What follows belongs to an exercise in optimizing a design on an open flow for small area; a production flow would make more cautious choices.
The RTL was checked by simulation tests, not by an equivalence proof against the original design.
The flow treats the clock pin as an ideal source. Dropping or thinning the clock tree relies on that and would not hold on a real chip.

==> inputs of build 53 <==
==> flow/design.v <==
module fifo (clk,rst,wr,rd,wrptr,rdptr,din,dout,housefull,nostock);
input clk,rst,wr,rd;
input [7:0] din;
output [7:0] dout;
output housefull;
output nostock;
output [3:0] wrptr;
output [3:0] rdptr;
reg [7:0] dout;
reg housefull, nostock;
reg [3:0] wrptr, rdptr;
reg [7:0] Box [1:10];
wire we = wr & ~housefull;
wire re = rd & ~nostock;
function [3:0] succ;
  input [3:0] p;
  begin
    succ[0] = ~p[0];
    succ[1] = (p[1] ^ p[0]) & ~(p[3] & p[1]);
    succ[2] = p[2] ^ (p[1] & p[0]);
    succ[3] = (p[2] & p[1] & p[0]) | (p[3] & ~p[1]);
  end
endfunction
function [10:1] dec;
  input [3:0] p;
  begin
    dec[1]  = ~p[3] & ~p[2] & ~p[1] &  p[0];
    dec[2]  = ~p[3] & ~p[2] &  p[1] & ~p[0];
    dec[3]  = ~p[2] &  p[1] &  p[0];
    dec[4]  =  p[2] & ~p[1] & ~p[0];
    dec[5]  =  p[2] & ~p[1] &  p[0];
    dec[6]  =  p[2] &  p[1] & ~p[0];
    dec[7]  =  p[2] &  p[1] &  p[0];
    dec[8]  =  p[3] & ~p[1] & ~p[0];
    dec[9]  =  p[3] &  p[0];
    dec[10] =  p[3] &  p[1];
  end
endfunction
wire [3:0] wrnext = succ(wrptr);
wire [3:0] rdnext = succ(rdptr);
wire [10:1] wsel = dec(wrptr);
wire [10:1] rsel = dec(rdptr);
integer k;
wire [10:1] s = {10{re}} & rsel;
wire hold = ~re;
wire [7:0] t1 = ~(({8{s[1]}} & Box[1]) | ({8{s[2]}} & Box[2]) | ({8{s[3]}} & Box[3]));
wire [7:0] t2 = ~(({8{s[4]}} & Box[4]) | ({8{s[5]}} & Box[5]) | ({8{s[6]}} & Box[6]));
wire [7:0] t3 = ~(({8{s[7]}} & Box[7]) | ({8{s[8]}} & Box[8]) | ({8{s[9]}} & Box[9]));
wire [7:0] t4 = ~(({8{s[10]}} & Box[10]) | ({8{hold}} & dout));
wire [7:0] rdata = ~(t1 & t2 & t3 & t4);
always @(posedge clk) begin
  for (k = 1; k <= 10; k = k + 1)
    if (we & wsel[k]) Box[k] <= din;
end
always @(posedge clk or posedge rst)
  if (rst) dout <= 8'd0;
  else dout <= rdata;
always @(posedge clk or posedge rst)
  if (rst) wrptr <= 4'd1;
  else if (we) wrptr <= wrnext;
always @(posedge clk or posedge rst)
  if (rst) rdptr <= 4'd1;
  else if (re) rdptr <= rdnext;
always @(posedge clk or posedge rst)
  if (rst) begin
    nostock <= 1'b1;
    housefull <= 1'b0;
  end else if (nostock) begin
    if (wr) nostock <= 1'b0;
  end else if (housefull) begin
    if (rd) housefull <= 1'b0;
  end else begin
    if (wr && wrnext == rdptr) housefull <= 1'b1;
    else if (rd && rdnext == wrptr) nostock <= 1'b1;
  end
endmodule
==> flow/flow/run.sh <==
#!/bin/bash
# Own layout flow: the standard ORFS flow with
#  - synthesis mapped by an area-oriented ABC script (registers are mapped by
#    the same dfflibmap step before ABC, so they match the standard synthesis),
#  - port buffers made of buf_1 cells,
#  - a small hand-built clock tree (flow/manual_cts.tcl) in place of TritonCTS.
set -euo pipefail
W=$(pwd)
export AREA_ABC_SCRIPT=$W/flow/area.abc
export MANUAL_CTS_LEAVES=${MANUAL_CTS_LEAVES:-6}
export MANUAL_CTS_LEAF=${MANUAL_CTS_LEAF:-sky130_fd_sc_hd__clkbuf_8}
export MANUAL_CTS_ROOT=${MANUAL_CTS_ROOT:-sky130_fd_sc_hd__clkbuf_8}
export MANUAL_CTS_DIRECT_MAX=${MANUAL_CTS_DIRECT_MAX:-4}
export MANUAL_CTS_METHOD=${MANUAL_CTS_METHOD:-bisect}
export MANUAL_CTS_MAX_SLEW=${MANUAL_CTS_MAX_SLEW:-0.112}
export MANUAL_CTS_BIG=${MANUAL_CTS_BIG:-sky130_fd_sc_hd__clkbuf_16}
bash standard.sh \
  SYNTH_SCRIPT=$W/flow/synth.tcl \
  "BUFFER_PORTS_ARGS=-buffer_cell sky130_fd_sc_hd__buf_1" \
  PRE_CTS_TCL=$W/flow/manual_cts.tcl \
  ${EXTRA_MAKE_ARGS:-} \
  finish > $W/flow_make.log 2>&1
==> flow/flow/area.abc <==
strash
&get -n
&dch -f
&nf -E 100 -R 1000
&put
==> flow/flow/manual_cts.tcl <==
# Manual clock tree, run as ORFS's PRE_CTS_TCL hook: the clock port drives one
# root buffer, which drives MANUAL_CTS_LEAVES leaf buffers (0: the root drives
# the flip-flops itself), each placed at the centre of a balanced k-means
# cluster of the flip-flop clock pins. With at most MANUAL_CTS_DIRECT_MAX
# leaves there is no root buffer: the clock port drives the leaves. clock_tree_synthesis is then made a no-op.
proc clock_tree_synthesis { args } {
  puts "clock_tree_synthesis skipped: manual clock tree built in PRE_CTS_TCL"
}
set nleaf $::env(MANUAL_CTS_LEAVES)
set leaf_cell $::env(MANUAL_CTS_LEAF)
set root_cell $::env(MANUAL_CTS_ROOT)
set block [ord::get_db_block]
set dbu [$block getDbUnitsPerMicron]
set clknet [$block findNet clk]
set sinks {}
foreach it [$clknet getITerms] {
  set xy [$it getAvgXY]
  lappend sinks [list [[$it getInst] getName]/[[$it getMTerm] getName] \
    [expr {[lindex $xy 1] / double($dbu)}] [expr {[lindex $xy 2] / double($dbu)}]]
}
puts "manual cts: [llength $sinks] sinks"
proc centre { pts } {
  set sx 0.0; set sy 0.0
  foreach p $pts { set sx [expr {$sx + [lindex $p 1]}]; set sy [expr {$sy + [lindex $p 2]}] }
  set n [llength $pts]
  return [list [expr {$sx / $n}] [expr {$sy / $n}]]
}
# recursive bisection: split the sinks along the wider side of their bounding
# box, in proportion to the number of leaves each side gets
proc bisect { pts k } {
  if { $k <= 1 } { return [list $pts] }
  set xs [lmap p $pts {lindex $p 1}]
  set ys [lmap p $pts {lindex $p 2}]
  set w [expr {[tcl::mathfunc::max {*}$xs] - [tcl::mathfunc::min {*}$xs]}]
  set h [expr {[tcl::mathfunc::max {*}$ys] - [tcl::mathfunc::min {*}$ys]}]
  set idx [expr {$w >= $h ? 1 : 2}]
  set sorted [lsort -real -index $idx $pts]
  set k1 [expr {$k / 2}]
  set n1 [expr {int(round([llength $pts] * double($k1) / $k))}]
  return [concat [bisect [lrange $sorted 0 [expr {$n1 - 1}]] $k1] \
    [bisect [lrange $sorted $n1 end] [expr {$k - $k1}]]]
}
if { $nleaf > 0 } {
  if { [info exists ::env(MANUAL_CTS_METHOD)] && $::env(MANUAL_CTS_METHOD) == "bisect" } {
    set k 0
    set cents {}
    foreach g [bisect $sinks $nleaf] {
      set grp($k) $g
      lappend cents [centre $g]
      incr k
    }
  } else {
    # k-means, seeded with sinks spread through the list sorted by x+y
    set sorted [lsort -real -command {apply {{a b} {
      expr {([lindex $a 1]+[lindex $a 2]) < ([lindex $b 1]+[lindex $b 2]) ? -1 : 1}}}} $sinks]
    set cents {}
    for {set k 0} {$k < $nleaf} {incr k} {
      set p [lindex $sorted [expr {int(($k + 0.5) * [llength $sorted] / $nleaf)}]]
      lappend cents [list [lindex $p 1] [lindex $p 2]]
    }
    # balanced k-means: each cluster takes at most ceil(n / nleaf) sinks,
    # assigned greedily by distance to the current centres
    set cap [expr {int(ceil([llength $sinks] / double($nleaf)))}]
    for {set iter 0} {$iter < 30} {incr iter} {
      set pairs {}
      set i 0
      foreach p $sinks {
        for {set k 0} {$k < $nleaf} {incr k} {
          set c [lindex $cents $k]
          lappend pairs [list [expr {abs([lindex $p 1]-[lindex $c 0]) + abs([lindex $p 2]-[lindex $c 1])}] $i $k]
        }
        incr i
      }
      set pairs [lsort -real -index 0 $pairs]
      for {set k 0} {$k < $nleaf} {incr k} { set grp($k) {}; set cnt($k) 0 }
      array unset done
      foreach pr $pairs {
        lassign $pr d i k
        if { [info exists done($i)] || $cnt($k) >= $cap } continue
        set done($i) 1
        incr cnt($k)
        lappend grp($k) [lindex $sinks $i]
      }
      set cents {}
      for {set k 0} {$k < $nleaf} {incr k} {
        if { [llength $grp($k)] } { lappend cents [centre $grp($k)] } else { lappend cents {0 0} }
      }
    }
  }
  for {set k 0} {$k < $nleaf} {incr k} {
    if { ![llength $grp($k)] } continue
    set pins {}
    foreach p $grp($k) { lappend pins [get_pins [lindex $p 0]] }
    set c [lindex $cents $k]
    puts "manual cts: leaf $k drives [llength $pins] sinks at $c"
    insert_buffer -buffer_cell $leaf_cell -net clk -load_pins $pins -location $c \
      -buffer_name clkleaf_$k -net_name clknet_leaf_$k
  }
  set direct [expr {$nleaf <= $::env(MANUAL_CTS_DIRECT_MAX)}]
  set lc {}
  for {set k 0} {$k < $nleaf} {incr k} { if { [llength $grp($k)] } { lappend lc [list x [lindex $cents $k 0] [lindex $cents $k 1]] } }
  set rc [centre $lc]
} else {
  set direct 0
  set rc [centre $sinks]
}
if { !$direct } {
  insert_buffer -buffer_cell $root_cell -net clk -location $rc -buffer_name clkroot -net_name clknet_root
}
foreach n [list clknet_root {*}[lmap k [lsort [array names grp]] {set x clknet_leaf_$k}]] {
  set dn [$block findNet $n]
  if { $dn != "NULL" } { $dn setSigType CLOCK }
}
$clknet setSigType CLOCK
set_propagated_clock [all_clocks]
# Upsize any buffer whose output slew, estimated from the placement, is over
# MANUAL_CTS_MAX_SLEW ns (root first, since its slew feeds the leaves').
if { [info exists ::env(MANUAL_CTS_MAX_SLEW)] } {
  set limit $::env(MANUAL_CTS_MAX_SLEW)
  set roots {}
  set leaves {}
  foreach i [$block getInsts] {
    if { [string match clkroot* [$i getName]] } { lappend roots [$i getName] }
    if { [string match clkleaf_* [$i getName]] } { lappend leaves [$i getName] }
  }
  set bufs [concat $roots $leaves]
  foreach b $bufs {
    estimate_parasitics -placement
    set sl [get_property [get_pins $b/X] slew_max]
    if { $sl > $limit } {
      puts "manual cts: $b slew $sl over $limit, upsized to $::env(MANUAL_CTS_BIG)"
      replace_cell [get_cells $b] $::env(MANUAL_CTS_BIG)
    }
  }
}
==> flow/flow/synth.tcl <==
# The standard synthesis script, except that the final ABC mapping uses
# an area-oriented script (flow/area.abc) instead of ORFS's speed script.
proc synth {args} { yosys synth -nofsm -noshare {*}$args }
proc abc {args} {
  set i [lsearch -exact $args -script]
  if { $i >= 0 } { lset args [expr {$i + 1}] $::env(AREA_ABC_SCRIPT) }
  yosys abc {*}$args
}
source $::env(SCRIPTS_DIR)/synth.tcl
# left out here: clear keep_hierarchy, flatten, clean up, hide names made inside functions, write 1_2_yosys.v
==> flow/standard.sh <==
#!/bin/bash
# synth_recipe.tcl (not shown) runs the flow's synth.tcl, then flattens the netlist and writes it again
# the make line also repeats each setting of config.mk as NAME=value (left out here)
make -C /OpenROAD-flow-scripts/flow DESIGN_CONFIG=/design/flow/config.mk WORK_HOME=/design/flow/orfs CLKGATE_MAP_FILE= SYNTH_SCRIPT=/design/flow/synth_recipe.tcl "${@:-finish}"
==> flow/config.mk <==
export PLATFORM = sky130hd
export DESIGN_NAME = fifo
export DESIGN_NICKNAME = fifo
export VERILOG_FILES = /design/flow/design.v
export SDC_FILE = /design/flow/constraint.sdc
export NUM_CORES = 4
export LEC_CHECK = 0
export CAP_MARGIN = 5
export CORE_MARGIN = 2
export CORE_UTILIZATION = 70
export SLEW_MARGIN = 5
==> flow/constraint.sdc <==
create_clock -name core_clock -period 5.0 [get_ports {clk}]
set_input_delay 1.0000 -clock core_clock [delete_from_list [all_inputs] [get_ports {clk}]]
set_output_delay 1.0000 -clock core_clock [all_outputs]
set_load 0.01 [all_outputs]
==> build 76 (differences from build 53) <==
==> flow/design.v, changed modules only <==
module fifo (clk,rst,wr,rd,wrptr,rdptr,din,dout,housefull,nostock);
input clk,rst,wr,rd;
input [7:0] din;
output [7:0] dout;
output housefull;
output nostock;
output [3:0] wrptr;
output [3:0] rdptr;
reg [7:0] dout;
reg housefull, nostock;
reg [3:0] wrptr, rdptr;
reg [7:0] Box [1:10];
wire we = wr & ~housefull;
wire re = rd & ~nostock;
function [3:0] succ;
  input [3:0] p;
  begin
    succ[0] = ~p[0];
    succ[1] = (p[1] ^ p[0]) & ~(p[3] & p[1]);
    succ[2] = p[2] ^ (p[1] & p[0]);
    succ[3] = (p[2] & p[1] & p[0]) | (p[3] & ~p[1]);
  end
endfunction
function [10:1] dec;
  input [3:0] p;
  begin
    dec[1]  = ~p[3] & ~p[2] & ~p[1] &  p[0];
    dec[2]  = ~p[3] & ~p[2] &  p[1] & ~p[0];
    dec[3]  = ~p[2] &  p[1] &  p[0];
    dec[4]  =  p[2] & ~p[1] & ~p[0];
    dec[5]  =  p[2] & ~p[1] &  p[0];
    dec[6]  =  p[2] &  p[1] & ~p[0];
    dec[7]  =  p[2] &  p[1] &  p[0];
    dec[8]  =  p[3] & ~p[1] & ~p[0];
    dec[9]  =  p[3] &  p[0];
    dec[10] =  p[3] &  p[1];
  end
endfunction
wire [3:0] wrnext = succ(wrptr);
wire [3:0] rdnext = succ(rdptr);
wire [10:1] wsel = dec(wrptr);
wire [10:1] rsel = dec(rdptr);
integer k;
reg [7:0] rdata;
always @* begin
  rdata = 8'd0;
  for (k = 1; k <= 10; k = k + 1)
    rdata = rdata | ({8{rsel[k]}} & Box[k]);
end
always @(posedge clk) begin
  for (k = 1; k <= 10; k = k + 1)
    if (we & wsel[k]) Box[k] <= din;
end
always @(posedge clk or posedge rst)
  if (rst) dout <= 8'd0;
  else if (re) dout <= rdata;
always @(posedge clk or posedge rst)
  if (rst) wrptr <= 4'd1;
  else if (we) wrptr <= wrnext;
always @(posedge clk or posedge rst)
  if (rst) rdptr <= 4'd1;
  else if (re) rdptr <= rdnext;
always @(posedge clk or posedge rst)
  if (rst) begin
    nostock <= 1'b1;
    housefull <= 1'b0;
  end else if (nostock) begin
    if (wr) nostock <= 1'b0;
  end else if (housefull) begin
    if (rd) housefull <= 1'b0;
  end else begin
    if (wr && wrnext == rdptr) housefull <= 1'b1;
    else if (rd && rdnext == wrptr) nostock <= 1'b1;
  end
endmodule
--- a/flow/flow/run.sh
+++ b/flow/flow/run.sh
@@ -7,13 +7,10 @@
 set -euo pipefail
 W=$(pwd)
 export AREA_ABC_SCRIPT=$W/flow/area.abc
-export MANUAL_CTS_LEAVES=${MANUAL_CTS_LEAVES:-6}
+export MANUAL_CTS_LEAVES=${MANUAL_CTS_LEAVES:-5}
 export MANUAL_CTS_LEAF=${MANUAL_CTS_LEAF:-sky130_fd_sc_hd__clkbuf_8}
 export MANUAL_CTS_ROOT=${MANUAL_CTS_ROOT:-sky130_fd_sc_hd__clkbuf_8}
 export MANUAL_CTS_DIRECT_MAX=${MANUAL_CTS_DIRECT_MAX:-4}
-export MANUAL_CTS_METHOD=${MANUAL_CTS_METHOD:-bisect}
-export MANUAL_CTS_MAX_SLEW=${MANUAL_CTS_MAX_SLEW:-0.112}
-export MANUAL_CTS_BIG=${MANUAL_CTS_BIG:-sky130_fd_sc_hd__clkbuf_16}
 bash standard.sh \
   SYNTH_SCRIPT=$W/flow/synth.tcl \
   "BUFFER_PORTS_ARGS=-buffer_cell sky130_fd_sc_hd__buf_1" \
==> flow/flow/area.abc (replaced) <==
strash
dch -f
map -a
strash
dch -f
map -a
strash
dch -f
map -a
topo
==> flow/flow/manual_cts.tcl (replaced) <==
# Manual clock tree, run as ORFS's PRE_CTS_TCL hook: the clock port drives one
# root buffer, which drives MANUAL_CTS_LEAVES leaf buffers (0: the root drives
# the flip-flops itself), each placed at the centre of a balanced k-means
# cluster of the flip-flop clock pins. With at most MANUAL_CTS_DIRECT_MAX
# leaves there is no root buffer: the clock port drives the leaves. clock_tree_synthesis is then made a no-op.
proc clock_tree_synthesis { args } {
  puts "clock_tree_synthesis skipped: manual clock tree built in PRE_CTS_TCL"
}
set nleaf $::env(MANUAL_CTS_LEAVES)
set leaf_cell $::env(MANUAL_CTS_LEAF)
set root_cell $::env(MANUAL_CTS_ROOT)
set block [ord::get_db_block]
set dbu [$block getDbUnitsPerMicron]
set clknet [$block findNet clk]
set sinks {}
foreach it [$clknet getITerms] {
  set xy [$it getAvgXY]
  lappend sinks [list [[$it getInst] getName]/[[$it getMTerm] getName] \
    [expr {[lindex $xy 1] / double($dbu)}] [expr {[lindex $xy 2] / double($dbu)}]]
}
puts "manual cts: [llength $sinks] sinks"
proc centre { pts } {
  set sx 0.0; set sy 0.0
  foreach p $pts { set sx [expr {$sx + [lindex $p 1]}]; set sy [expr {$sy + [lindex $p 2]}] }
  set n [llength $pts]
  return [list [expr {$sx / $n}] [expr {$sy / $n}]]
}
if { $nleaf > 0 } {
  # k-means, seeded with sinks spread through the list sorted by x+y
  set sorted [lsort -real -command {apply {{a b} {
    expr {([lindex $a 1]+[lindex $a 2]) < ([lindex $b 1]+[lindex $b 2]) ? -1 : 1}}}} $sinks]
  set cents {}
  for {set k 0} {$k < $nleaf} {incr k} {
    set p [lindex $sorted [expr {int(($k + 0.5) * [llength $sorted] / $nleaf)}]]
    lappend cents [list [lindex $p 1] [lindex $p 2]]
  }
  # balanced k-means: each cluster takes at most ceil(n / nleaf) sinks,
  # assigned greedily by distance to the current centres
  set cap [expr {int(ceil([llength $sinks] / double($nleaf)))}]
  for {set iter 0} {$iter < 30} {incr iter} {
    set pairs {}
    set i 0
    foreach p $sinks {
      for {set k 0} {$k < $nleaf} {incr k} {
        set c [lindex $cents $k]
        lappend pairs [list [expr {abs([lindex $p 1]-[lindex $c 0]) + abs([lindex $p 2]-[lindex $c 1])}] $i $k]
      }
      incr i
    }
    set pairs [lsort -real -index 0 $pairs]
    for {set k 0} {$k < $nleaf} {incr k} { set grp($k) {}; set cnt($k) 0 }
    array unset done
    foreach pr $pairs {
      lassign $pr d i k
      if { [info exists done($i)] || $cnt($k) >= $cap } continue
      set done($i) 1
      incr cnt($k)
      lappend grp($k) [lindex $sinks $i]
    }
    set cents {}
    for {set k 0} {$k < $nleaf} {incr k} {
      if { [llength $grp($k)] } { lappend cents [centre $grp($k)] } else { lappend cents {0 0} }
    }
  }
  for {set k 0} {$k < $nleaf} {incr k} {
    if { ![llength $grp($k)] } continue
    set pins {}
    foreach p $grp($k) { lappend pins [get_pins [lindex $p 0]] }
    set c [lindex $cents $k]
    puts "manual cts: leaf $k drives [llength $pins] sinks at $c"
    insert_buffer -buffer_cell $leaf_cell -net clk -load_pins $pins -location $c \
      -buffer_name clkleaf_$k -net_name clknet_leaf_$k
  }
  set direct [expr {$nleaf <= $::env(MANUAL_CTS_DIRECT_MAX)}]
  set lc {}
  for {set k 0} {$k < $nleaf} {incr k} { if { [llength $grp($k)] } { lappend lc [list x [lindex $cents $k 0] [lindex $cents $k 1]] } }
  set rc [centre $lc]
} else {
  set direct 0
  set rc [centre $sinks]
}
if { !$direct } {
  insert_buffer -buffer_cell $root_cell -net clk -location $rc -buffer_name clkroot -net_name clknet_root
}
foreach n [list clknet_root {*}[lmap k [lsort [array names grp]] {set x clknet_leaf_$k}]] {
  set dn [$block findNet $n]
  if { $dn != "NULL" } { $dn setSigType CLOCK }
}
$clknet setSigType CLOCK
set_propagated_clock [all_clocks]
CAP_MARGIN = 20   (was 5)
SLEW_MARGIN = 20   (was 5)
==> flow_summary.ini <==
[run_status]
status = complete, no violations

[detailed_routing]
num_vias = 2448

[layout]
sh_seq_area_pct = 69.8

[setup_path]
crit_fanout = 8
ff2ff_path_depth = 4

[yosys]
syn_nets = 275
synth_top_area_share_pct = 63.7
The numbers above come from build 76.

==> flow_summary.ini <==
[run_status]
status = complete, no violations

[setup_path]
crit_fanout = 16
ff2ff_path_depth = 7
crit_start = rd

[layout]
sh_seq_area_pct = 72.1
nets = 270

[timing]
fmax_mhz = 352

[clock_tree]
insertion_delay_ns = 0.34

[yosys]
synth_top_area_share_pct = 66.0
syn_nets = 228

[pwr]
power_frac_comb_pct = 27.0

[detailed_routing]
num_vias = 2197
The numbers above come from build 53.

No run of this note takes its clock network from TritonCTS; it comes from the design's own scripts or RTL.

[what the ideal ports hide]
How much do the figures lean on ideal ports? The routed layouts below were timed once more, with nothing changed but the port constraints. Step 1 (the two cells are an assumption about what drives the block):
set clk [get_ports {clk}]
set_driving_cell -lib_cell sky130_fd_sc_hd__clkbuf_16 $clk
set_driving_cell -lib_cell sky130_fd_sc_hd__buf_2 [delete_from_list [all_inputs] $clk]
Step 2, shift: input delay + t, output delay - t, t = (earliest + latest rising clock arrival at the registers) / 2. This alone moves slack from input paths to output paths. Three values: no drivers, after step 1, after step 2; two values: the first two.
| run | t, ns | setup WS [ns] | latest minus earliest clock arrival (ns) | worst slew at a driven data input, ns | pins driven straight from the clock port |
|---|---|---|---|---|---|
| build 53 | 0.361 | 2.161 / 2.164 / 1.803 | 0.017 / 0.017 | 0.03 | 1 |
| build 76 | 0.365 | 1.894 / 1.894 / 1.529 | 0.011 / 0.010 | 0.03 | 1 |
After both steps every run listed still meets setup and hold. The setup slack of build 76, which loses most, moves by 0.000 ns with the drivers and by -0.365 ns with both steps.
